What follows belongs to an exercise in optimizing a design on an open flow for small area and a short achievable clock period; a production flow would make more cautious choices.
Only simulation tests tie the RTL to the original design; equivalence was not proved.
No activity file was given, so power comes from the tool's default toggle rates.

==> design.v <==
module FF32(i_clk, i_rst, D, Q);
input i_clk, i_rst;
input logic [31:0] D;
output logic [31:0] Q;
always@(posedge i_clk) begin
	if (!i_rst)
		Q <= 32'b0;
	else 
		Q <= D;
end
endmodule
module FF1(i_clk, i_rst, D, Q);
input logic i_clk, i_rst;
input logic D;
output logic Q;
always@(posedge i_clk) begin
	if (i_rst)
		Q <= 32'b0;
	else 
		Q <= D;
end
endmodule: FF1
module ImmGen(inst_in, sel, imm_out);
input [31:0] inst_in;
input [2:0] sel;
output reg [31:0] imm_out;
parameter I = 3'd1;
parameter S = 3'd2;
parameter B = 3'd3;
parameter Jal = 3'd4;
parameter Jalr = 3'd5;
parameter U = 3'd6;
always @(inst_in or sel) begin
	case(sel)
		I: imm_out = {{20{inst_in[31]}},inst_in[31:20]};
		S: imm_out = {{20{inst_in[31]}},inst_in[31:25],inst_in[11:7]};
		B: imm_out = {{20{inst_in[31]}},inst_in[7],inst_in[30:25],inst_in[11:8],1'b0};
		Jal: imm_out = {{12{inst_in[31]}}, inst_in[19:12], inst_in[20], inst_in[30:21],1'b0};
		Jalr: imm_out = {{20{inst_in[31]}},inst_in[31:20]};
		U: imm_out = {inst_in[31:12], 12'b0};
		default: imm_out = 32'd0;
	endcase
end
endmodule  
module PC(i_clk, i_rst, pc_next, pc);
input logic i_clk, i_rst;
input logic [31:0] pc_next;
output logic [31:0] pc;
always @(posedge i_clk) begin
	if (!i_rst)
		pc <= 32'b0;
	else
		pc <= pc_next;
end
endmodule
module alu(i_operand_a,  i_operand_b, i_alu_op, o_alu_data);
input logic  [31:0] i_operand_a,  i_operand_b;
input logic [3:0] i_alu_op;
output logic [31:0] o_alu_data;
wire [31:0] a0, b0, a1, b1, a2, b2, a3, b3, a4, b4, a5, b5, a6, b6, a7, b7, a8, b8, a9, b9;
wire [31:0] o0, o1, o2, o3, o4 ,o5 ,o6 ,o7 ,o8 ,o9;
assign a0 = i_operand_a;
assign b0 = i_operand_b;
assign a1 = i_operand_a;
assign b1 = i_operand_b;
assign a2 = i_operand_a;
assign b2 = i_operand_b;
assign a3 = i_operand_a;
assign b3 = i_operand_b;
assign a4 = i_operand_a;
assign b4 = i_operand_b;
assign a5 = i_operand_a;
assign b5 = i_operand_b;
assign a6 = i_operand_a;
assign b6 = i_operand_b;
assign a7 = i_operand_a;
assign b7 = i_operand_b;
assign a8 = i_operand_a;
assign b8 = i_operand_b;
assign a9 = i_operand_a;
assign b9 = i_operand_b;
FA_32 FA_32(.x(a0),
		.y(b0),
		.out(o0),
		.z(0),
		.c());
FS FS(.x(a1),
		.y(b1),
		.out(o1),
		.s());
SLT SLT(.x(a2),
		  .y(b2),
		  .out(o2));
SLTU SLTU(.x(a3),
			 .y(b3),
			 .out(o3));
EXOR EXOR(.x(a4),
			 .y(b4),
			 .out(o4));
ORR ORR(.x(a5),
		  .y(b5),
		  .out(o5));
ANDD ANDD(.x(a6),
			 .y(b6),
			 .out(o6));
SLL SLL(.x(a7),
		  .y(b7),
		  .out(o7));
SRL SRL(.x(a8),
		  .y(b8),
		  .out(o8));
SRA SRA(.x(a9),
		  .y(b9),
		  .out(o9));
Muxx Mux(.a0(o0),
		  .a1(o1),
		  .a2(o2),
		  .a3(o3),
		  .a4(o4),
		  .a5(o5),
		  .a6(o6),
		  .a7(o7),
		  .a8(o8),
		  .a9(o9),
		  .sel(i_alu_op),
		  .out(o_alu_data)
		);
endmodule
module FA(x, y, z, out, c);
input   x, y;
input  z;
output  out;
output  c;
assign out = x^y^z;
assign c = x&y|y&z|x&z;
endmodule: FA  
module FA_32(x, y, z, out, c);
input [31:0] x, y;
input  z;
output  [31:0] out;
output  c;
wire c0, c1, c2, c3, c4, c5, c6, c7, c8, c9, c10, c11, c12, c13, c14, c15, c16, c17, c18, c19, c20, c21, c22, c23, c24, c25, c26, c27, c28, c29, c30, c31;
assign c = c31;
FA FA0(.x(x[0]),
		 .y(y[0]),
		 .z(z),
		 .c(c0),
		 .out(out[0]));	 
FA FA1(.x(x[1]),
		 .y(y[1]),
		 .z(c0),
		 .c(c1),
		 .out(out[1]));
FA FA2(.x(x[2]),
		 .y(y[2]),
		 .z(c1),
		 .c(c2),
		 .out(out[2]));
FA FA3(.x(x[3]),
		 .y(y[3]),
		 .z(c2),
		 .c(c3),
		 .out(out[3]));
FA FA4(.x(x[4]),
		 .y(y[4]),
		 .z(c3),
		 .c(c4),
		 .out(out[4]));
FA FA5(.x(x[5]),
		 .y(y[5]),
		 .z(c4),
		 .c(c5),
		 .out(out[5]));
FA FA6(.x(x[6]),
		 .y(y[6]),
		 .z(c5),
		 .c(c6),
		 .out(out[6]));
FA FA7(.x(x[7]),
		 .y(y[7]),
		 .z(c6),
		 .c(c7),
		 .out(out[7]));
FA FA8(.x(x[8]),
		 .y(y[8]),
		 .z(c7),
		 .c(c8),
		 .out(out[8]));
FA FA9(.x(x[9]),
		 .y(y[9]),
		 .z(c8),
		 .c(c9),
		 .out(out[9]));
FA FA10(.x(x[10]),
		 .y(y[10]),
		 .z(c9),
		 .c(c10),
		 .out(out[10]));
FA FA11(.x(x[11]),
		 .y(y[11]),
		 .z(c10),
		 .c(c11),
		 .out(out[11]));
FA FA12(.x(x[12]),
		 .y(y[12]),
		 .z(c11),
		 .c(c12),
		 .out(out[12]));
FA FA13(.x(x[13]),
		 .y(y[13]),
		 .z(c12),
		 .c(c13),
		 .out(out[13]));
FA FA14(.x(x[14]),
		 .y(y[14]),
		 .z(c13),
		 .c(c14),
		 .out(out[14]));
FA FA15(.x(x[15]),
		 .y(y[15]),
		 .z(c14),
		 .c(c15),
		 .out(out[15]));
FA FA16(.x(x[16]),
		 .y(y[16]),
		 .z(c15),
		 .c(c16),
		 .out(out[16]));
FA FA17(.x(x[17]),
		 .y(y[17]),
		 .z(c16),
		 .c(c17),
		 .out(out[17]));
FA FA18(.x(x[18]),
		 .y(y[18]),
		 .z(c17),
		 .c(c18),
		 .out(out[18]));
FA FA19(.x(x[19]),
		 .y(y[19]),
		 .z(c18),
		 .c(c19),
		 .out(out[19]));
FA FA20(.x(x[20]),
		 .y(y[20]),
		 .z(c19),
		 .c(c20),
		 .out(out[20]));
FA FA21(.x(x[21]),
		 .y(y[21]),
		 .z(c20),
		 .c(c21),
		 .out(out[21]));
FA FA22(.x(x[22]),
		 .y(y[22]),
		 .z(c21),
		 .c(c22),
		 .out(out[22]));
FA FA23(.x(x[23]),
		 .y(y[23]),
		 .z(c22),
		 .c(c23),
		 .out(out[23]));
FA FA24(.x(x[24]),
		 .y(y[24]),
		 .z(c23),
		 .c(c24),
		 .out(out[24]));
FA FA25(.x(x[25]),
		 .y(y[25]),
		 .z(c24),
		 .c(c25),
		 .out(out[25]));
FA FA26(.x(x[26]),
		 .y(y[26]),
		 .z(c25),
		 .c(c26),
		 .out(out[26]));
FA FA27(.x(x[27]),
		 .y(y[27]),
		 .z(c26),
		 .c(c27),
		 .out(out[27]));
FA FA28(.x(x[28]),
		 .y(y[28]),
		 .z(c27),
		 .c(c28),
		 .out(out[28]));
FA FA29(.x(x[29]),
		 .y(y[29]),
		 .z(c28),
		 .c(c29),
		 .out(out[29]));
FA FA30(.x(x[30]),
		 .y(y[30]),
		 .z(c29),
		 .c(c30),
		 .out(out[30]));
FA FA31(.x(x[31]),
		 .y(y[31]),
		 .z(c30),
		 .c(c31),
		 .out(out[31]));	 
endmodule: FA_32
module FS(x, y,s, out);
input  [31:0] x, y;
output  [31:0] out;
output s;
wire [31:0] ycom;
wire c;
assign ycom = ~y;
assign c = 1;
FA_32 FA1(.x(x),
			.y(ycom),
			.z(c),
			.out(out),
			.c(s));
endmodule: FS
module SLTU(x, y, out);
input [31:0] x, y;
output [31:0] out;
wire outtemp;
FS FS(.x(x),
		.y(y),
		.s(outtemp),
		.out());
assign out = {31'b0,~outtemp};
endmodule: SLTU
module SLT (x, y, out);
input logic [31:0] x, y;
output logic  [31:0] out;
wire t;
wire a_s;
wire b_s;
assign a_s = x[31];
assign b_s = y[31];
FS FS(.x(x), 
		.y(y),
		.s(t),
		.out());
always @(*) begin
	if (a_s && !b_s)
		out = 32'b1;
	else if (!a_s && b_s)
		out = 32'b0;
	else 
		out = {31'b0,~t};
end
endmodule: SLT
module EXOR(x, y, out);
input [31:0] x, y;
output [31:0] out;
assign out = x^y;
endmodule: EXOR
module ANDD(x, y, out);
input [31:0] x, y;
output [31:0] out;
assign out = x&y;
endmodule: ANDD
module ORR(x, y, out);
input [31:0] x, y;
output [31:0] out;
assign out = x|y;
endmodule: ORR
module SLL (x, y, out);
input [31:0] x, y;
output logic [31:0] out;
always @(*) begin
	case(y[4:0])
		32'd1: out = {x[30:0], 1'b0};
		32'd2: out = {x[29:0], 2'b0};
		32'd3: out = {x[28:0], 3'b0};
		32'd4: out = {x[27:0], 4'b0};
		32'd5: out = {x[26:0], 5'b0};
		32'd6: out = {x[25:0], 6'b0};
		32'd7: out = {x[24:0], 7'b0};
		32'd8: out = {x[23:0], 8'b0};
		32'd9: out = {x[22:0], 9'b0};
		32'd10: out = {x[21:0], 10'b0};
		32'd11: out = {x[20:0], 11'b0};
		32'd12: out = {x[19:0], 12'b0};
		32'd13: out = {x[18:0], 13'b0};
		32'd14: out = {x[17:0], 14'b0};
		32'd15: out = {x[16:0], 15'b0};
		32'd16: out = {x[15:0], 16'b0};
		32'd17: out = {x[14:0], 17'b0};
		32'd18: out = {x[13:0], 18'b0};
		32'd19: out = {x[12:0], 19'b0};
		32'd20: out = {x[11:0], 20'b0}; 
		32'd21: out = {x[10:0], 21'b0};
		32'd22: out = {x[9:0], 22'b0};
		32'd23: out = {x[8:0], 23'b0};
		32'd24: out = {x[7:0], 24'b0};
		32'd25: out = {x[6:0], 25'b0};
		32'd26: out = {x[5:0], 26'b0};
		32'd27: out = {x[4:0], 27'b0};
		32'd28: out = {x[3:0], 28'b0};
		32'd29: out = {x[2:0], 29'b0};
		32'd30: out = {x[1:0], 30'b0};
		32'd31: out = {x[0], 31'b0};
		default:  out = x;
	endcase
end
endmodule: SLL
module SRL (x, y, out);
input [31:0] x, y;
output logic [31:0] out;
always @(*) begin
	case(y[4:0])
		32'd1: out = {1'b0 ,x[31:1]};
		32'd2:out = {2'b0 ,x[31:2]};
		32'd3: out = {3'b0 ,x[31:3]};
		32'd4: out = {4'b0 ,x[31:4]};
		32'd5: out = {5'b0 ,x[31:5]};
		32'd6: out = {6'b0 ,x[31:6]};
		32'd7: out = {7'b0 ,x[31:7]};
		32'd8: out = {8'b0 ,x[31:8]};
		32'd9: out = {9'b0 ,x[31:9]};
		32'd10: out = {10'b0 ,x[31:10]};
		32'd11: out = {11'b0 ,x[31:11]};
		32'd12: out = {12'b0 ,x[31:12]};
		32'd13: out = {13'b0 ,x[31:13]};
		32'd14: out = {14'b0 ,x[31:14]};
		32'd15: out = {15'b0 ,x[31:15]};
		32'd16: out = {16'b0 ,x[31:16]};
		32'd17: out = {17'b0 ,x[31:17]};
		32'd18: out = {18'b0 ,x[31:18]};
		32'd19: out = {19'b0 ,x[31:19]};
		32'd20: out = {20'b0 ,x[31:20]};
		32'd21: out = {21'b0 ,x[31:21]};
		32'd22: out = {22'b0 ,x[31:22]};
		32'd23: out = {23'b0 ,x[31:23]};
		32'd24: out = {24'b0 ,x[31:24]};
		32'd25: out = {25'b0 ,x[31:25]};
		32'd26: out = {26'b0 ,x[31:26]};
		32'd27: out = {27'b0 ,x[31:27]};
		32'd28: out = {28'b0 ,x[31:28]};
		32'd29: out = {29'b0 ,x[31:29]};
		32'd30: out = {30'b0 ,x[31:30]};
		32'd31: out = {31'b0 ,x[31:31]};
		default:  out = x;
	endcase
end
endmodule: SRL
module SRA (x, y, out);
input [31:0] x, y;
output logic [31:0] out;
wire x_s = x[31];
always@(*)
begin
	if (x_s)
		begin
				case(y[4:0])
					32'd1: out = {1'd1 ,x[31:1]};
					32'd2: out = {2'd3 ,x[31:2]};
					32'd3: out = {3'd7 ,x[31:3]};
					32'd4: out = {4'd15 ,x[31:4]};
					32'd5: out = {5'd31 ,x[31:5]};
					32'd6: out = {6'd63 ,x[31:6]};
					32'd7: out = {7'd127 ,x[31:7]};
					32'd8: out = {8'd255 ,x[31:8]};
					32'd9: out = {9'd511 ,x[31:9]};
					32'd10: out = {10'd1023 ,x[31:10]};
					32'd11: out = {11'd2047 ,x[31:11]};
					32'd12: out = {12'd4095 ,x[31:12]};
					32'd13: out = {13'd8191 ,x[31:13]};
					32'd14: out = {14'd16383 ,x[31:14]};
					32'd15: out = {15'd32767 ,x[31:15]};
					32'd16: out = {16'd65535 ,x[31:16]};
					32'd17: out = {17'd131071 ,x[31:17]};
					32'd18: out = {18'd262143 ,x[31:18]};
					32'd19: out = {19'd524287 ,x[31:19]};
					32'd20: out = {20'd1048575 ,x[31:20]};
					32'd21: out = {21'd2097151 ,x[31:21]};
					32'd22: out = {22'd4194303 ,x[31:22]};
					32'd23: out = {23'd8388607 ,x[31:23]};
					32'd24: out = {24'd16777215 ,x[31:24]};
					32'd25: out = {25'd33554431 ,x[31:25]};
					32'd26: out = {26'd67108863 ,x[31:26]};
					32'd27: out = {27'd134217727 ,x[31:27]};
					32'd28: out = {28'd268435455 ,x[31:28]};
					32'd29: out = {29'd536870911 ,x[31:29]};
					32'd30: out = {30'd1073741823 ,x[31:30]};
					32'd31: out = {31'd2147483647 ,x[31:31]};
					default:  out = x;
				 endcase
			end
	else begin
				case(y[4:0])
					32'd1: out = {1'b0 ,x[31:1]};
					32'd2:out = {2'b0 ,x[31:2]};
					32'd3: out = {3'b0 ,x[31:3]};
					32'd4: out = {4'b0 ,x[31:4]};
					32'd5: out = {5'b0 ,x[31:5]};
					32'd6: out = {6'b0 ,x[31:6]};
					32'd7: out = {7'b0 ,x[31:7]};
					32'd8: out = {8'b0 ,x[31:8]};
					32'd9: out = {9'b0 ,x[31:9]};
					32'd10: out = {10'b0 ,x[31:10]};
					32'd11: out = {11'b0 ,x[31:11]};
					32'd12: out = {12'b0 ,x[31:12]};
					32'd13: out = {13'b0 ,x[31:13]};
					32'd14: out = {14'b0 ,x[31:14]};
					32'd15: out = {15'b0 ,x[31:15]};
					32'd16: out = {16'b0 ,x[31:16]};
					32'd17: out = {17'b0 ,x[31:17]};
					32'd18: out = {18'b0 ,x[31:18]};
					32'd19: out = {19'b0 ,x[31:19]};
					32'd20: out = {20'b0 ,x[31:20]};
					32'd21: out = {21'b0 ,x[31:21]};
					32'd22: out = {22'b0 ,x[31:22]};
					32'd23: out = {23'b0 ,x[31:23]};
					32'd24: out = {24'b0 ,x[31:24]};
					32'd25: out = {25'b0 ,x[31:25]};
					32'd26: out = {26'b0 ,x[31:26]};
					32'd27: out = {27'b0 ,x[31:27]};
					32'd28: out = {28'b0 ,x[31:28]};
					32'd29: out = {29'b0 ,x[31:29]};
					32'd30: out = {30'b0 ,x[31:30]};
					32'd31: out = {31'b0 ,x[31:31]};
				 default:  out = x;
				 endcase
			end
end
endmodule: SRA
module Muxx(a0, a1, a2, a3, a4, a5, a6, a7, a8, a9, sel, out);
input logic [31:0] a0, a1, a2, a3, a4, a5, a6, a7, a8, a9;
input logic [3:0] sel;
output logic [32:0] out;
always@(*) begin
	case (sel)
		4'd0: out = a0;
		4'd1: out = a1;
		4'd2: out = a2;
		4'd3: out = a3;
		4'd4: out = a4;
		4'd5: out = a5;
		4'd6: out = a6;
		4'd7: out = a7;
		4'd8: out = a8;
		4'd9: out = a9;
		default: out = 32'b0;
	endcase
end
endmodule: Muxx
module brc(i_rs1_data, i_rs2_data, i_br_un, o_br_less, o_br_equal);
input [31:0] i_rs1_data, i_rs2_data;
input i_br_un;
output reg o_br_less, o_br_equal;
wire [31:0] a0, a1, a2, b0, b1, b2;
wire o0, o1, o2;
assign a0 = i_rs1_data;
assign b0 = i_rs2_data;
assign a1 = i_rs1_data;
assign b1 = i_rs2_data;
assign a2 = i_rs1_data;
assign b2 = i_rs2_data;
SLT SLT(.x(a1),
		  .y(b1),
		  .out(o1));
SLTU SLTU(.x(a0),
			 .y(b0),
			 .out(o0));
zero zero(.x(a2),
			 .y(b2),
			 .out(o2));
always@(*) begin
	if (i_br_un) begin
		if (!o2) begin
			o_br_less = o0;
			o_br_equal = 0; end
		else begin
			o_br_equal = 1;
			o_br_less = 0; end
	end
	else begin
		if (!o2) begin
			o_br_less = o1;
			o_br_equal = 0; end
		else begin
			o_br_equal = 1;
			o_br_less = 0; end
	end
end
endmodule
module zero(x, y, out);
input [31:0] x, y;
output reg out;
wire [31:0] temp;
assign temp = x^y;
always@(*) begin
	if(!temp)
	 out = 1;
	else 
	 out = 0;
end
endmodule: zero
module control_unit(imm_sel, inst_in, pc_sel, rd_wren, inst_vld, br_un, br_less, br_equal, opa_sel, opb_sel, alu_op, mem_wren, wb_sel);
input [31:0] inst_in;
input br_less, br_equal;
output logic [2:0] imm_sel;
output logic pc_sel, rd_wren, br_un, opa_sel, opb_sel, inst_vld;
output logic mem_wren;  
output logic [1:0]  wb_sel;
output logic [3:0] alu_op;
logic [4:0] opcode;
logic [2:0] funct3;
logic [6:0] funct7;
assign opcode = inst_in[6:2];
assign funct3 = inst_in[14:12];
assign funct7 = inst_in[31:25];
assign imm_sel = (opcode == 5'b01100) ? 3'b000 : 												 
					  ((opcode == 5'b00000) | (opcode == 5'b00100)) ? 3'b001 :				 
					  (opcode == 5'b01000) ? 3'b010 : 												 
					  (opcode == 5'b11000) ? 3'b011 :												 
					  (opcode == 5'b11011) ? 3'b100 :												 
					  (opcode == 5'b11001) ? 3'b101 :												 
					  ((opcode == 5'b01101) | (opcode == 5'b00101)) ? 3'b110 : 3'b000;	 
assign pc_sel = ((((opcode == 5'b11000)&&((funct3 == 3'b000)|(funct3 == 3'b101)|(funct3 == 3'b111)))&&br_equal)|(((opcode == 5'b11000)&&((funct3 == 3'b001)|(funct3 == 3'b100)|(funct3 == 3'b110)))&&br_less)|(((opcode == 5'b11000)&&((funct3 == 3'b001)|(funct3 == 3'b101)|(funct3 == 3'b111)))&&(~br_equal)&&(~br_less))|
	(((opcode == 5'b11011))|(opcode == 5'b11001)))?1'b1:1'b0;
assign rd_wren = ((opcode == 5'b01100) | (opcode == 5'b00100) | (opcode == 5'b11011) | (opcode == 5'b11001)|(opcode == 5'b00000)|(opcode == 5'b01101)|(opcode == 5'b00101)) ? 1'b1 : 1'b0;
assign inst_vld = ((opcode == 5'b01100) | (opcode == 5'b00100) | (opcode == 5'b00000) | (opcode == 5'b01000) | (opcode == 5'b11000) | (opcode == 5'b11011) | (opcode == 5'b11001) | (opcode == 5'b01101) | (opcode == 5'b00101)) ? 1'b1 : 1'b0;
assign opa_sel = ((opcode == 5'b01100) | (opcode == 5'b00000) | (opcode == 5'b00100) | (opcode == 5'b11001)|(opcode == 5'b01000)) ? 1'b0 : 1'b1;
assign opb_sel = (opcode == 5'b01100) ? 1'b1 : 1'b0;
assign alu_op =  ((opcode == 5'b00000)|(opcode==5'b01000)|(opcode==5'b11000)|(opcode==5'b11011)|(opcode==5'b11001)|(opcode==5'b01101)|((opcode==5'b00100)&&(funct3==3'b000))|((opcode==5'b01100)&&(funct3==3'b000)&&(funct7 == 7'b0000000)))?4'b0000:  
					  ((opcode == 5'b01100) && (funct3 == 3'b000) && (funct7 == 7'b0100000)) ? 4'b0001 : 																																								   
					  (((opcode == 5'b01100) && (funct3 == 3'b010) && (funct7 == 7'b0000000)) | ((opcode == 5'b00100) && (funct3 == 3'b010))) ? 4'b0010 :																								   
					  (((opcode == 5'b01100) && (funct3 == 3'b011) && (funct7 == 7'b0000000)) | ((opcode == 5'b00100) && (funct3 == 3'b011))) ? 4'b0011 : 																								   
					  (((opcode == 5'b01100) && (funct3 == 3'b100) && (funct7 == 7'b0000000)) | ((opcode == 5'b00100) && (funct3 == 3'b100))) ? 4'b0100 :																								   
					  (((opcode == 5'b01100) && (funct3 == 3'b110) && (funct7 == 7'b0000000)) | ((opcode == 5'b00100) && (funct3 == 3'b110))) ? 4'b0101 :                           
					  (((opcode == 5'b01100) && (funct3 == 3'b111) && (funct7 == 7'b0000000)) | ((opcode == 5'b00100) && (funct3 == 3'b111))) ? 4'b0110 :                           
					  (((opcode == 5'b01100) && (funct3 == 3'b001))|((opcode == 5'b00100) && (funct3 == 3'b001))) ? 4'b0111 :                                                                                                      
					  (((opcode == 5'b01100) && (funct3 == 3'b101) && (funct7 == 7'b0100000))|((opcode == 5'b00100) && (funct3 == 3'b101) && (funct7 == 7'b0100000))) ? 4'b1001 :                                              
					  (((opcode == 5'b01100) && (funct3 == 3'b101))|((opcode == 5'b00100) && (funct3 == 3'b101))) ? 4'b1000 :                                                                                                      
					  ((((opcode == 5'b01100) && (funct3 == 3'b101) && (funct7 == 7'b0000000)))|(((opcode == 5'b00100) && (funct3 == 3'b101) && (funct7 == 7'b0000000)))) ? 4'b0111 : 4'b0000;                                                                 
assign mem_wren = ((opcode == 5'b01000)) ? 1'b1 : 1'b0;
assign wb_sel = ((opcode == 5'b00100) | (opcode == 5'b01100) | (opcode == 5'b01101) | (opcode == 5'b00101)) ? 2'b01 : 
					 ((opcode == 5'b11011) | (opcode == 5'b11001)) ? 2'b10 : 2'b00;
assign br_un = (((opcode == 5'b11000)&&((funct3 == 3'b110)|(funct3 == 3'b111)))|((opcode == 5'b00000)&&((funct3 == 3'b100)|(funct3 == 3'b101)))|((opcode == 5'b00100)&&(funct3 == 3'b011))|((opcode == 5'b01100)&&(funct3 == 3'b011)))?1'b1:1'b0;
endmodule
module mux2(x, y, sel, out);
input logic [31:0] x, y;
input logic sel;
output logic [31:0] out;
assign out = (sel) ? y : x;
endmodule 
module mux4(a, b, c, d, sel, y);
input logic [31:0] a, b, c, d;
input [1:0] sel;
output logic [31:0] y;
logic sel0, sel1;
assign sel0 = sel[0];
assign sel1 = sel[1];
assign y = sel1 ? (sel0 ? d : c) : (sel0 ? b : a);
endmodule
module regfile(i_clk, i_rst, i_rs1_addr, i_rs2_addr, o_rs1_data, o_rs2_data, i_rd_addr, i_rd_data, i_rd_wren);
input i_clk, i_rst;
input i_rd_wren;
input logic [4:0] i_rs1_addr, i_rs2_addr, i_rd_addr;
input logic [31:0] i_rd_data;
output logic [31:0] o_rs1_data, o_rs2_data;
reg [31:0] registers[31:0];
always @(posedge i_clk) begin
	if (!i_rst) begin
		for(int i = 0; i < 32; i++) begin
			registers[i] <= 32'b0;
		end
	end
	else begin
		if (i_rd_wren) begin
			registers[i_rd_addr] <= i_rd_data;
			registers[0] <= 32'b0;
		end
		else 
			registers[i_rd_addr] <= registers[i_rd_addr];
			registers[0] <= 32'b0;
	end
end
assign o_rs1_data = registers[i_rs1_addr];
assign o_rs2_data = registers[i_rs2_addr];
endmodule 
module singlecycle(i_clk, i_rst_n, o_pc, i_instr, o_dmem_addr, o_dmem_wdata, o_dmem_we, i_ld_data, o_pc_debug, o_insn_vld);
input logic i_clk, i_rst_n;
output logic [31:0] o_pc;
input logic [31:0] i_instr;
output logic [31:0] o_dmem_addr;
output logic [31:0] o_dmem_wdata;
output logic o_dmem_we;
input logic [31:0] i_ld_data;
output logic o_insn_vld;
output logic [31:0] o_pc_debug;
logic [31:0] pc_next, pc, instr, operand_a, operand_b, alu_data, rs2_data, ld_data, wb_data;
logic pc_sel;
logic rd_wren;
logic br_un;
logic insn_vld;
logic br_less;
logic br_equal;
logic opa_sel;
logic opb_sel;
logic [3:0] alu_op;
logic mem_wren;
logic [1:0] wb_sel;
logic [31:0] rs1_data;
logic [31:0] immgen;
logic [2:0] four;
logic [31:0] rd_data;
logic [2:0] imm_sel;
logic lui_zero;
logic [31:0] pc_or_zero;
assign four = 3'd4;
wire [31:0] pc_temp;
wire [31:0] pc_next_temp;
wire [31:0] pc_four;
assign pc_temp = pc;
assign pc_next_temp = pc_next;
control_unit controlunit(.pc_sel(pc_sel),
								 .rd_wren(rd_wren),
								 .inst_vld(o_insn_vld),
								 .imm_sel(imm_sel),
								 .br_un(br_un),
								 .br_less(br_less),
								 .br_equal(br_equal),
								 .opa_sel(opa_sel),
								 .opb_sel(opb_sel),
								 .alu_op(alu_op),
								 .mem_wren(mem_wren),
								 .wb_sel(wb_sel),
								 .inst_in(instr));
mux2 pcmux(.x(pc_four),
			  .y(alu_data),
			  .sel(pc_sel),
			  .out(pc_next));
PC PC(.i_clk(i_clk),
		.i_rst(i_rst_n),
		.pc_next(pc_next),
		.pc(pc));
assign pc_four = pc_temp + 'd4;
assign o_pc = pc;
assign instr = i_instr;
regfile regfile(.i_clk(i_clk),
					 .i_rst(i_rst_n),
					 .i_rs1_addr(instr[19:15]),
					 .i_rs2_addr(instr[24:20]),
					 .o_rs1_data(rs1_data),
					 .o_rs2_data(rs2_data),
					 .i_rd_addr(instr[11:7]),
					 .i_rd_data(wb_data),
					 .i_rd_wren(rd_wren));
ImmGen ImmGen(.inst_in(instr),
				  .sel(imm_sel),
				  .imm_out(immgen));
brc brc(.i_rs1_data(rs1_data),
		  .i_rs2_data(rs2_data),
		  .i_br_un(br_un),
		  .o_br_less(br_less),
		  .o_br_equal(br_equal));
assign lui_zero = (instr[6:2] == 5'b01101);
assign pc_or_zero = lui_zero ? 32'd0 : pc;
mux2 muxa(.x(rs1_data),
			 .y(pc_or_zero),
			 .sel(opa_sel),
			 .out(operand_a));
mux2 muxb(.x(immgen),
			 .y(rs2_data),
			 .sel(opb_sel),
			 .out(operand_b));
alu alu(.i_operand_a(operand_a),
		  .i_operand_b(operand_b),
		  .i_alu_op(alu_op),
		  .o_alu_data(alu_data));
assign o_dmem_addr = alu_data;
assign o_dmem_wdata = rs2_data;
assign o_dmem_we = mem_wren;
assign ld_data = i_ld_data;
mux4 muxwb(.a(ld_data),
			  .b(alu_data),
			  .c(pc_four),
			  .d(),
			  .sel(wb_sel),
			  .y(wb_data));
FF32 FFPC(.i_clk(i_clk),
			 .i_rst(i_rst_n),
			 .D(pc),
			 .Q(o_pc_debug));
endmodule
==> run.sh <==
#!/bin/bash
# synth_recipe.tcl (not shown) runs the flow's synth.tcl, then flattens the netlist and writes it again
# the make line also repeats each setting of config.mk as NAME=value (left out here)
make -C /OpenROAD-flow-scripts/flow DESIGN_CONFIG=/design/flow/config.mk WORK_HOME=/design/flow/orfs CLKGATE_MAP_FILE= SYNTH_SCRIPT=/design/flow/synth_recipe.tcl finish
==> config.mk <==
export PLATFORM = sky130hd
export DESIGN_NAME = singlecycle
export DESIGN_NICKNAME = singlecycle
export VERILOG_FILES = /design/flow/design.v
export SDC_FILE = /design/flow/constraint.sdc
export NUM_CORES = 4
export LEC_CHECK = 0
export CAP_MARGIN = 20
export CORE_MARGIN = 2
export CORE_UTILIZATION = 30
export PLACE_DENSITY = 0.5
export SETUP_SLACK_MARGIN = 1.0
export SLEW_MARGIN = 20
==> constraint.sdc <==
create_clock -name core_clock -period 28.0 [get_ports {i_clk}]
set_input_delay 5.6000 -clock core_clock [delete_from_list [all_inputs] [get_ports {i_clk}]]
set_output_delay 5.6000 -clock core_clock [all_outputs]
set_load 0.01 [all_outputs]
==> results.txt <==
[per-stage QoR]
| step | worst slack [ns] | util |
|---|---|---|
| after detailed placement | -0.614 | 0.331 |
| final | 1.18 | 0.351 |
| after CTS | 1.02 | 0.350 |
| after floorplan | 1.03 | - |
| after global routing | 0.862 | 0.351 |
| after global placement | -0.620 | 0.331 |
[metal layers]
metal	wire [µm]	share of wire
met1	140000	0.36
met2	175000	0.44
met3	42300	0.11
met4	36600	0.093
met5	101	0.00026
[cells by family (layout without fill, tap and decap cells)]
group,Yosys count,count (layout),synth area share
compound gates,1158,1158,0.118
xor+xnor,28,28,0.00354
fa+ha+maj,189,189,0.0408
buf+inv,749,1046,0.0572
flops,1088,1088,0.462
mux,807,807,0.183
other cells,2,78,0.000108
simple gates,2098,2098,0.136
[cells in the final DEF (no fill, tap or decap), types with 179 or more instances in the layout]
cell type,n
clkdlybuf4s50_1,179
mux2i_1,416
a22oi_1,220
mux4_2,364
nor2_1,1035
buf_4,474
nor3_1,282
o22ai_1,258
edfxtp_1,1024
nand2_1,241
[sequential cells by signal (all words and copies together), names as in the netlist]
name               cells
FFPC.Q                32
PC.pc                 32
regfile.registers   1024
[final cells by class]
cell class | count | area [µm²] | share of cell area
antenna | 14 | 35.0 | 0.000435
clock buffer | 176 | 3590 | 0.0446
clock inverter | 57 | 606 | 0.00751
inverter | 128 | 483 | 0.00599
multi-input combinational | 4344 | 34300 | 0.425
sequential | 1088 | 32000 | 0.397
tap | 3026 | 3790 | 0.0470
timing repair buffer | 685 | 5820 | 0.0722
[repair_timing]
| action | 4_1_cts | 5_1_grt |
|---|---|---|
| setup endpoints to repair | 8 | 4 |
| pin swaps | 8 | 5 |
| resized for setup | 39 | 14 |
| setup buffers | 0 | 1 |
[how the worst max path moves through the flow]
stage,end,slack [ns],depth (start not counted)
global placement,o_dmem_addr[31],-0.62,46
floorplan,o_dmem_addr[30],1.03,52
CTS,o_dmem_addr[30],1.02,45
finish,o_dmem_addr[28],1.18,42
global route,o_dmem_addr[31],0.86,49
detailed placement,o_dmem_addr[31],-0.61,46
[where the power goes]
| part | internal [mW] | leakage [nW] | total [mW] | switching [mW] |
|---|---|---|---|---|
| logic | 0.308 | 15.7 | 0.993 | 0.685 |
| clock network | 0.973 | 2.04 | 1.72 | 0.750 |
| registers | 1.83 | 11.3 | 1.86 | 0.0331 |
| total | 3.11 | 29.0 | 4.58 | 1.47 |
==> metrics.yaml <==
crit-reg2reg-capture: "regfile.registers[20][0]"
fin_tns_setup_ns: 0
dpl_cell_area_um2: 76200
crit_fanout: 7
synth_commonest_cells: "nor2_1, edfxtp_1, mux2i_1"
clock_path_buffers: 3
arrival_ns: 21.22
grtUsageTotal: 0.326
slew_headroom: 0.164
finalCriticalPeriod_ns: 26.82
hold_end: "FFPC.Q[10]"
root_buffer: "clkbuf_16"
gr-usage-met3: 0.0890
grt_start_max_net_pins: 68
skew_ns: 0.105
syn_area_per_cell_um2: 11.3
nFillCells: 22900
min_path_type: "register to register"
ir_drop_mv: 0.0513
wirelength_mm: 395
synth_top_area_frac: 0.443
cts_tree: "done"
place_inst: 9268
yosysMostFrequentCell: "nor2_1"
gp_congestion: 1.04
busiest_layer: "met2"
syn_inst: 6119
via_per_inst: 6.43
cts_hold_buf: 0
gr-total-overflow: 0
stdcell_count: 9518
ys_seq_area_frac: 0.462
fin_crit_sh: 0.958
clk_latency_ns: 0.86
dr.pass1.iters: 8
synth_edf_count: 1024
die_area_um2: 235000
area_growth_pct: 16.2
syn_area_um2: 69400
met1_usage: 0.384
worstPathBufferInverterCount: 5
crit_type: "input pin to primary output"
antenna_found_initial: 29
crit_path_max_incr_delay_ns: 0.58
drtIter0Drc: 8845
fin_area_um2: 80600
cts_buffers: 134
avgRoutedWirePerCell_um: 41.5
powerDensity_nw_per_um2: 56.8
finalSetupViolCount: 0
path_clk_slew_ns: 0.05
maxCapViolations: 0
slowest_stage: "clkdlybuf4s50_1"
grtUsageMet2: 0.507
core_um2: 230000
rsz0062_at_grt: "true"
critPathTopFamily: "adder cells"
required_ns: 22.40
grt_pass1_vias: 59900
hold_viol: 0
grt_pass1_wl_mm: 525
p_total_mw: 4.58
async_reset_ff_frac: 0
start_kind: "input pin"
dp_hpwl_mm: 266
fp-row-count: 176
numClockSinks: 1088
antenna_left: 0
initial_utilization: 0.302
drc: 0
ys.flop_type: "edfxtp_1"
r2r_start: "regfile.registers[17][0]"
drv_slew: 0
die_h_um: 485
yosys_warnings: 47
yosys.area.top_type: "edfxtp_1"
run_status: "finished clean"
crit_top_cell: "fa_2"
holdWs_ns: 0.619
max_slew.worst_pin.slew_ns: 1.25
min_from: "PC.pc[10]"
reg2regPathDepth: 51
r2r_slack_ns: 11.66
io-pin-count: 196
h-tree-depth: 4
vias: 61200
max_freq_mhz: 37.3
end_kind: "primary output"
p_leak_nw: 29.0
synth.top_cells.by_area: "edfxtp_1, mux4_2, mux2i_1"
drive_gt1_frac: 0.207
port_buffers: 193
crit_start: "i_instr[15]"
synth.ff_latch_count: 1088
yosysUniqueCellTypes: 115
hold_depth: 1
die_w_um: 485
final_nets: 6636

what the ideal ports hide:
The flow's constraints put no driver on any port. The routed layout listed below was extracted and timed again, unchanged, in two steps. Step 1: set_driving_cell puts a clkbuf_16 on i_clk and a buf_2 on each other input, an assumption about the parent block. Step 2, shift: input delay + t, output delay - t, t = (earliest + latest rising clock arrival at the registers) / 2. This alone moves slack from input paths to output paths. Three values: no drivers, after step 1, after step 2; two values: the first two.
t (ns): 0.905
setup slack, ns: 1.180 / 1.130 / 1.130
worst setup path after step 2: input to output
clock arrival spread, ns: 0.105 / 0.104
After both steps setup and hold are still met in this run. For this run, drivers alone change the setup slack by -0.050 ns; drivers and shift together by -0.050 ns.
